This is an optimization exercise on Yosys and OpenROAD, whose aim is small area, not a production implementation.
Function was checked by simulation only, so behaviour that the tests miss may differ from the original.
Power and IR drop assume default switching activity.

## orionkeyboard
module orionkeyboard
(
input				clk,
input				reset,
output              res_k,
output              turb_10,
output              turb_5,
output              turb_2,
output              rom_s,
output              cpm_s,
input				ps2_clk,
input				ps2_data,
input		[7:0]	rk_kb_scan,
output		[7:0]	rk_kb_out,
output      [1:0]   pref,
output				key_rus_lat,
output				key_us,
output				key_ss,
input				ind_rus_lat,
output		[7:0]	rk_kbo,
output              key_int
);
export LEC_CHECK = 0
export CAP_MARGIN = 20
export CORE_MARGIN = 2
export CORE_UTILIZATION = 70
export SLEW_MARGIN = 20
create_clock -name core_clock -period 10.0 [get_ports {clk}]
standard.sh (not shown) runs the stock make flow with config.mk's settings and CLKGATE_MAP_FILE= SYNTH_SCRIPT=/design/flow/synth_recipe.tcl, a recipe that flattens the netlist after the stock synthesis.
==> flow/flow/run.sh <==
#!/bin/bash
# Own layout flow: the standard ORFS flow (standard synthesis unchanged),
# with the input/output port buffers made of sky130_fd_sc_hd__buf_1 and
# clock-tree synthesis without dummy loads. Each tool's output is in
# orfs/logs/; what each call of standard.sh prints is in synth.log and
# layout.log.
set -euo pipefail
export BUFFER_PORTS_ARGS="-buffer_cell sky130_fd_sc_hd__buf_1"
export CTS_ARGS="-sink_clustering_enable -repair_clock_nets -dont_use_dummy_load -buf_list sky130_fd_sc_hd__clkbuf_4"
bash standard.sh synth > synth.log 2>&1
bash standard.sh > layout.log 2>&1
Next try:
--- a/flow/config.mk
+++ b/flow/config.mk
@@ -7,0 +8 @@
+export ABC_AREA = 1
@@ -10 +11 @@
-export CORE_UTILIZATION = 70
+export CORE_UTILIZATION = 40
Effect: The new run finished clean; count of clock-buffer cells in the layout does not change; via count increases by 1.9%; die area increases by 69%; non-clock buffer count increases by 1; clock skew decreases by 8.8 ps; design area increases by 2.6%; wire length increases by 5.2%; synthesized cell count increases by 15%.

========
orionkeyboard again, from the RTL that the note above started with.
// orionkeyboard
module orionkeyboard
(
input				clk,
input				reset,
output              res_k,
output              turb_10,
output              turb_5,
output              turb_2,
output              rom_s,
output              cpm_s,
input				ps2_clk,
input				ps2_data,
input		[7:0]	rk_kb_scan,
output		[7:0]	rk_kb_out,
output      [1:0]   pref,
output				key_rus_lat,
output				key_us,
output				key_ss,
input				ind_rus_lat,
output		[7:0]	rk_kbo,
output              key_int
);
export LEC_CHECK = 0
export CAP_MARGIN = 20
export CORE_MARGIN = 2
export CORE_UTILIZATION = 40
export SLEW_MARGIN = 20
create_clock -name core_clock -period 10.0 [get_ports {clk}]
==> flow/flow/run.sh <==
#!/bin/bash
# Own layout flow: the standard ORFS flow (standard synthesis unchanged),
# with the input/output port buffers made of sky130_fd_sc_hd__buf_1 and
# clock-tree synthesis without dummy loads, and power recovery (downsizing
# gates off the critical paths) after global routing. Each tool's output is in
# orfs/logs/; what each call of standard.sh prints is in synth.log and
# layout.log.
set -euo pipefail
export BUFFER_PORTS_ARGS="-buffer_cell sky130_fd_sc_hd__buf_1"
export RECOVER_POWER=100
export CTS_ARGS="-sink_clustering_enable -repair_clock_nets -dont_use_dummy_load -buf_list sky130_fd_sc_hd__clkbuf_4"
bash standard.sh synth > synth.log 2>&1
bash standard.sh > layout.log 2>&1
The starting point reached the layout checks and failed them: capacitance limit, slew limit.
Next try:
==> flow/flow/run.sh (replaced) <==
#!/bin/bash
# Own layout flow: the standard ORFS flow (standard synthesis unchanged),
# with the input/output port buffers made of sky130_fd_sc_hd__buf_1 and
# clock-tree synthesis without dummy loads. Each tool's output is in
# orfs/logs/; what each call of standard.sh prints is in synth.log and
# layout.log.
set -euo pipefail
export BUFFER_PORTS_ARGS="-buffer_cell sky130_fd_sc_hd__buf_1"
export CTS_ARGS="-sink_clustering_enable -repair_clock_nets -dont_use_dummy_load -buf_list sky130_fd_sc_hd__clkbuf_4"
bash standard.sh synth > synth.log 2>&1
bash standard.sh > layout.log 2>&1
--- a/flow/config.mk
+++ b/flow/config.mk
@@ -7,5 +7,5 @@
 export LEC_CHECK = 0
-export CAP_MARGIN = 20
+export CAP_MARGIN = 0
 export CORE_MARGIN = 2
 export CORE_UTILIZATION = 40
-export SLEW_MARGIN = 20
+export SLEW_MARGIN = 0
- The changed run completed with no timing, DRC or antenna violations
- cell count hardly moves
- power is about the same
- clock skew rose by 0.010 ns
- synthesized cell count does not change
- utilization rose by 0.12 points
- via count decreases by 1.8%
- fmax grows by 13%
- final area is about the same
- synthesized area is unchanged
- register-to-register slack gains 0.80 ns
- worst hold slack improves by 0.025 ns
Next try:
==> flow/run.sh (new file) <==
#!/bin/bash
# synth_recipe.tcl (not shown) runs the flow's synth.tcl, then flattens the netlist and writes it again
# the make line also repeats each setting of config.mk as NAME=value (left out here)
make -C /OpenROAD-flow-scripts/flow DESIGN_CONFIG=/design/flow/config.mk WORK_HOME=/design/flow/orfs CLKGATE_MAP_FILE= SYNTH_SCRIPT=/design/flow/synth_recipe.tcl finish
--- a/flow/config.mk
+++ b/flow/config.mk
@@ -7,5 +7,5 @@
 export LEC_CHECK = 0
-export CAP_MARGIN = 0
+export CAP_MARGIN = 20
 export CORE_MARGIN = 2
 export CORE_UTILIZATION = 40
-export SLEW_MARGIN = 0
+export SLEW_MARGIN = 20
removed: flow/flow/run.sh
removed: flow/standard.sh
Result: Total power climbs by 45%. Routed wire length climbs by 6.0%. Sequential power hardly moves. Register-to-register slack improved by 0.11 ns. Sequential cell count is unchanged.

re-timing with driven ports:
No port has a modelled driver above. Below, the same layouts with a new extraction and two added sets of constraints.
Step 1: set_driving_cell puts a clkbuf_16 on clk and a buf_2 on each other input, an assumption about the parent block.
Step 2, shift: input delay + t, output delay - t, t = (earliest + latest rising clock arrival at the registers) / 2. This alone moves slack from input paths to output paths.
a / b / c = ideal ports / drivers / drivers and shift; a / b = the first two.
run	t (ns)	setup WS [ns]	hold slack, ns	worst setup path at the end
the first run of note 1	0.518	4.812 / 4.788 / 4.788	0.356 / 0.356 / 0.356	input to output
the second run of note 1	0.542	4.756 / 4.727 / 4.727	0.396 / 0.396 / 0.396	input to output
the first run of note 2	0.528	4.085 / 4.067 / 3.538	0.371 / 0.371 / 0.371	input to register
the second run of note 2	0.512	4.767 / 4.742 / 4.742	0.397 / 0.397 / 0.397	input to output
the third run of note 2	0.448	3.972 / 3.945 / 3.945	0.379 / 0.379 / 0.379	input to output
The setup slack of the first run of note 2, which loses most, moves by -0.018 ns with the drivers and by -0.547 ns with both steps.
